Background: an optimization exercise with open tools, aiming at small area, a short achievable clock period and few clock cycles. Do not read the settings as production practice. At most, simulation tests tie the RTL to the original design; equivalence was not proved.

==> flow/design.v <==
module i_merge4(input wire          clk,
		input wire          reset,
		input wire [3:0]    i_valid,
		output wire [3:0]   i_ready,
		input wire [255:0]  i_data,
		input wire [3:0]    i_last,
		output wire [3:0]   o_valid,
		input wire [3:0]    o_ready,
		output wire [255:0] o_data,
		output wire [3:0]   o_last,
		output wire [3:0]   hgo,
		output wire [7:0]   hdst,
		input wire [3:0]    park_v,
		input wire [7:0]    park_sel);
   parameter REQ = 1;
   reg [3:0] first;
   reg [3:0] busy;
   reg [3:0] sel [0:3];		 
   reg [1:0]   hd [0:3];	 
   reg [3:0]   sp [0:3];
   reg [3:0]   q  [0:3];
   reg [3:0]   ok [0:3];	 
   reg [3:0]   wt [0:3];	 
   reg [255:0] xd;		 
   reg [3:0]   rdy, tk;
   reg [3:0]   ovalid, olast;
   reg [255:0] odata;
   reg [7:0]   hdst_r;
   integer     i, j;
   always @(*) begin
      for (i = 0; i < 4; i = i + 1) begin
	 hd[i] = REQ ? i_data[64*i+30 +: 2] : i_data[64*i+48 +: 2];
	 hdst_r[2*i +: 2] = hd[i];
	 xd[64*i +: 64] = i_data[64*i +: 64];
	 if (first[i]) begin
	    if (REQ)
	      xd[64*i+48 +: 8] = {i_data[64*i+48 +: 6], i[1:0]};
	    else
	      xd[64*i+48 +: 8] = {2'b00, i_data[64*i+50 +: 6]};
	 end
      end
      for (j = 0; j < 4; j = j + 1) begin
	 for (i = 0; i < 4; i = i + 1) begin
	    sp[j][i] = sel[j][i] & (first[i] | busy[j]);
	    q[j][i]  = ~first[i] | (hd[i] == j);
	    ok[j][i] = sp[j][i] & q[j][i];
	 end
	 ovalid[j] = |(sp[j] & q[j] & i_valid);
	 olast[j]  = |(sel[j] & i_last);
	 odata[64*j +: 64] = 64'h0;
	 for (i = 0; i < 4; i = i + 1)
	   if (sel[j][i]) odata[64*j +: 64] = odata[64*j +: 64] | xd[64*i +: 64];
      end
      for (i = 0; i < 4; i = i + 1) begin
	 rdy[i] = (ok[0][i] & o_ready[0]) | (ok[1][i] & o_ready[1]) |
		  (ok[2][i] & o_ready[2]) | (ok[3][i] & o_ready[3]);
	 tk[i] = i_valid[i] & rdy[i];
      end
      for (j = 0; j < 4; j = j + 1)
	for (i = 0; i < 4; i = i + 1)
	  wt[j][i] = i_valid[i] & first[i] & (hd[i] == j) & ~sel[j][i];
   end
   assign o_valid = ovalid;
   assign o_last  = olast;
   assign o_data  = odata;
   assign i_ready = rdy;
   assign hgo     = tk & first;
   assign hdst    = hdst_r;
   wire [3:0] otake = ovalid & o_ready;
   wire [3:0] busy_n = (otake & ~olast) | (~otake & (busy | ovalid));
   always @(posedge clk) begin
      for (i = 0; i < 4; i = i + 1)
	if (tk[i]) first[i] <= i_last[i];
      busy <= busy_n;
      for (j = 0; j < 4; j = j + 1)
	if (!busy_n[j]) begin
	   if (wt[j][0])      sel[j] <= 4'b0001;
	   else if (wt[j][1]) sel[j] <= 4'b0010;
	   else if (wt[j][2]) sel[j] <= 4'b0100;
	   else if (wt[j][3]) sel[j] <= 4'b1000;
	   else if (park_v[j]) sel[j] <= 4'b0001 << park_sel[2*j +: 2];
	end
      if (reset) begin
	 first <= 4'b1111;
	 busy <= 4'b0000;
	 for (j = 0; j < 4; j = j + 1) sel[j] <= 4'b0001;
      end
   end
endmodule
module mic_4r4c(input wire 	   clk,
		input wire 	   reset,
		input wire 	   R0I_TVALID,
		output wire 	   R0I_TREADY,
		input wire [63:0]  R0I_TDATA,
		input wire 	   R0I_TLAST,
		output wire 	   R0O_TVALID,
		input wire 	   R0O_TREADY,
		output wire [63:0] R0O_TDATA,
		output wire 	   R0O_TLAST,
		input wire 	   R1I_TVALID,
		output wire 	   R1I_TREADY,
		input wire [63:0]  R1I_TDATA,
		input wire 	   R1I_TLAST,
		output wire 	   R1O_TVALID,
		input wire 	   R1O_TREADY,
		output wire [63:0] R1O_TDATA,
		output wire 	   R1O_TLAST,
		input wire 	   R2I_TVALID,
		output wire 	   R2I_TREADY,
		input wire [63:0]  R2I_TDATA,
		input wire 	   R2I_TLAST,
		output wire 	   R2O_TVALID,
		input wire 	   R2O_TREADY,
		output wire [63:0] R2O_TDATA,
		output wire 	   R2O_TLAST,
		input wire 	   R3I_TVALID,
		output wire 	   R3I_TREADY,
		input wire [63:0]  R3I_TDATA,
		input wire 	   R3I_TLAST,
		output wire 	   R3O_TVALID,
		input wire 	   R3O_TREADY,
		output wire [63:0] R3O_TDATA,
		output wire 	   R3O_TLAST,
		output wire 	   C0O_TVALID,
		input wire 	   C0O_TREADY,
		output wire [63:0] C0O_TDATA,
		output wire 	   C0O_TLAST,
		input wire 	   C0I_TVALID,
		output wire 	   C0I_TREADY,
		input wire [63:0]  C0I_TDATA,
		input wire 	   C0I_TLAST,
		output wire 	   C1O_TVALID,
		input wire 	   C1O_TREADY,
		output wire [63:0] C1O_TDATA,
		output wire 	   C1O_TLAST,
		input wire 	   C1I_TVALID,
		output wire 	   C1I_TREADY,
		input wire [63:0]  C1I_TDATA,
		input wire 	   C1I_TLAST,
		output wire 	   C2O_TVALID,
		input wire 	   C2O_TREADY,
		output wire [63:0] C2O_TDATA,
		output wire 	   C2O_TLAST,
		input wire 	   C2I_TVALID,
		output wire 	   C2I_TREADY,
		input wire [63:0]  C2I_TDATA,
		input wire 	   C2I_TLAST,
		output wire 	   C3O_TVALID,
		input wire 	   C3O_TREADY,
		output wire [63:0] C3O_TDATA,
		output wire 	   C3O_TLAST,
		input wire 	   C3I_TVALID,
		output wire 	   C3I_TREADY,
		input wire [63:0]  C3I_TDATA,
		input wire 	   C3I_TLAST
		);
   wire [3:0]   rq_ov, rs_ov, rq_ol, rs_ol;
   wire [255:0] rq_od, rs_od;
   wire [3:0]   rq_ir, rs_ir;
   wire [3:0]   rq_hgo;
   wire [7:0]   rq_hdst;
   wire [3:0]   rs_fin = rs_ov & rs_ol & {R3O_TREADY, R2O_TREADY, R1O_TREADY, R0O_TREADY};
   wire [1:0]   rs_fin_id = rs_fin[0] ? 2'd0 : rs_fin[1] ? 2'd1 : rs_fin[2] ? 2'd2 : 2'd3;
   i_merge4 #(.REQ(1)) REQ_XBAR
     (.clk(clk), .reset(reset),
      .i_valid({R3I_TVALID, R2I_TVALID, R1I_TVALID, R0I_TVALID}),
      .i_ready(rq_ir),
      .i_data({R3I_TDATA, R2I_TDATA, R1I_TDATA, R0I_TDATA}),
      .i_last({R3I_TLAST, R2I_TLAST, R1I_TLAST, R0I_TLAST}),
      .o_valid(rq_ov),
      .o_ready({C3O_TREADY, C2O_TREADY, C1O_TREADY, C0O_TREADY}),
      .o_data(rq_od),
      .o_last(rq_ol),
      .hgo(rq_hgo), .hdst(rq_hdst),
      .park_v({4{|rs_fin}}), .park_sel({4{rs_fin_id}}));
   i_merge4 #(.REQ(0)) RSP_XBAR
     (.clk(clk), .reset(reset),
      .i_valid({C3I_TVALID, C2I_TVALID, C1I_TVALID, C0I_TVALID}),
      .i_ready(rs_ir),
      .i_data({C3I_TDATA, C2I_TDATA, C1I_TDATA, C0I_TDATA}),
      .i_last({C3I_TLAST, C2I_TLAST, C1I_TLAST, C0I_TLAST}),
      .o_valid(rs_ov),
      .o_ready({R3O_TREADY, R2O_TREADY, R1O_TREADY, R0O_TREADY}),
      .o_data(rs_od),
      .o_last(rs_ol),
      .hgo(), .hdst(),
      .park_v(rq_hgo), .park_sel(rq_hdst));
   assign {R3I_TREADY, R2I_TREADY, R1I_TREADY, R0I_TREADY} = rq_ir;
   assign {C3I_TREADY, C2I_TREADY, C1I_TREADY, C0I_TREADY} = rs_ir;
   assign {C3O_TVALID, C2O_TVALID, C1O_TVALID, C0O_TVALID} = rq_ov;
   assign {C3O_TLAST, C2O_TLAST, C1O_TLAST, C0O_TLAST} = rq_ol;
   assign {C3O_TDATA, C2O_TDATA, C1O_TDATA, C0O_TDATA} = rq_od;
   assign {R3O_TVALID, R2O_TVALID, R1O_TVALID, R0O_TVALID} = rs_ov;
   assign {R3O_TLAST, R2O_TLAST, R1O_TLAST, R0O_TLAST} = rs_ol;
   assign {R3O_TDATA, R2O_TDATA, R1O_TDATA, R0O_TDATA} = rs_od;
endmodule
Settings: LEC_CHECK=0, CAP_MARGIN=20, CORE_AREA=2 2 238 238, DIE_AREA=0 0 240 240, SETUP_SLACK_MARGIN=2.0, SLEW_MARGIN=20; clock period 5.0 ns.
standard.sh (not shown) runs the stock make flow with config.mk's settings and CLKGATE_MAP_FILE= SYNTH_SCRIPT=/design/flow/synth_recipe.tcl, a recipe that flattens the netlist after the stock synthesis.
==> flow/flow/run.sh <==
#!/bin/bash
# Standard ORFS layout, with two changes to how it is made:
#  - port buffers are buf_1 cells instead of the default choice;
#  - IO pins may sit one routing track apart, so the die can be smaller.
set -uo pipefail
bash standard.sh \
  "BUFFER_PORTS_ARGS=-buffer_cell sky130_fd_sc_hd__buf_1" \
  "PLACE_PINS_ARGS=-min_distance 1 -min_distance_in_tracks" \
  finish > standard.log 2>&1
The starting point failed in global routing (5_1_grt) (GRT-0116).
Rerun with:
--- a/flow/design.v
+++ b/flow/design.v
@@ -17,8 +17,6 @@
    reg [3:0] busy;
    reg [3:0] sel [0:3];		 
    reg [1:0]   hd [0:3];	 
-   reg [3:0]   sp [0:3];
-   reg [3:0]   q  [0:3];
    reg [3:0]   ok [0:3];	 
    reg [3:0]   wt [0:3];	 
    reg [255:0] xd;		 
@@ -40,12 +38,9 @@
 	 end
       end
       for (j = 0; j < 4; j = j + 1) begin
-	 for (i = 0; i < 4; i = i + 1) begin
-	    sp[j][i] = sel[j][i] & (first[i] | busy[j]);
-	    q[j][i]  = ~first[i] | (hd[i] == j);
-	    ok[j][i] = sp[j][i] & q[j][i];
-	 end
-	 ovalid[j] = |(sp[j] & q[j] & i_valid);
+	 for (i = 0; i < 4; i = i + 1)
+	   ok[j][i] = sel[j][i] & (first[i] ? (hd[i] == j) : busy[j]);
+	 ovalid[j] = |(ok[j] & i_valid);
 	 olast[j]  = |(sel[j] & i_last);
 	 odata[64*j +: 64] = 64'h0;
 	 for (i = 0; i < 4; i = i + 1)
The new run failed in global routing (5_1_grt).
Synthesized area hardly moves.
Synthesized cell count hardly moves.
Testbench counts after the change, summed over its fixed seeds: cycles 9,374.
No functional check of the RTL was part of the first run of this note.
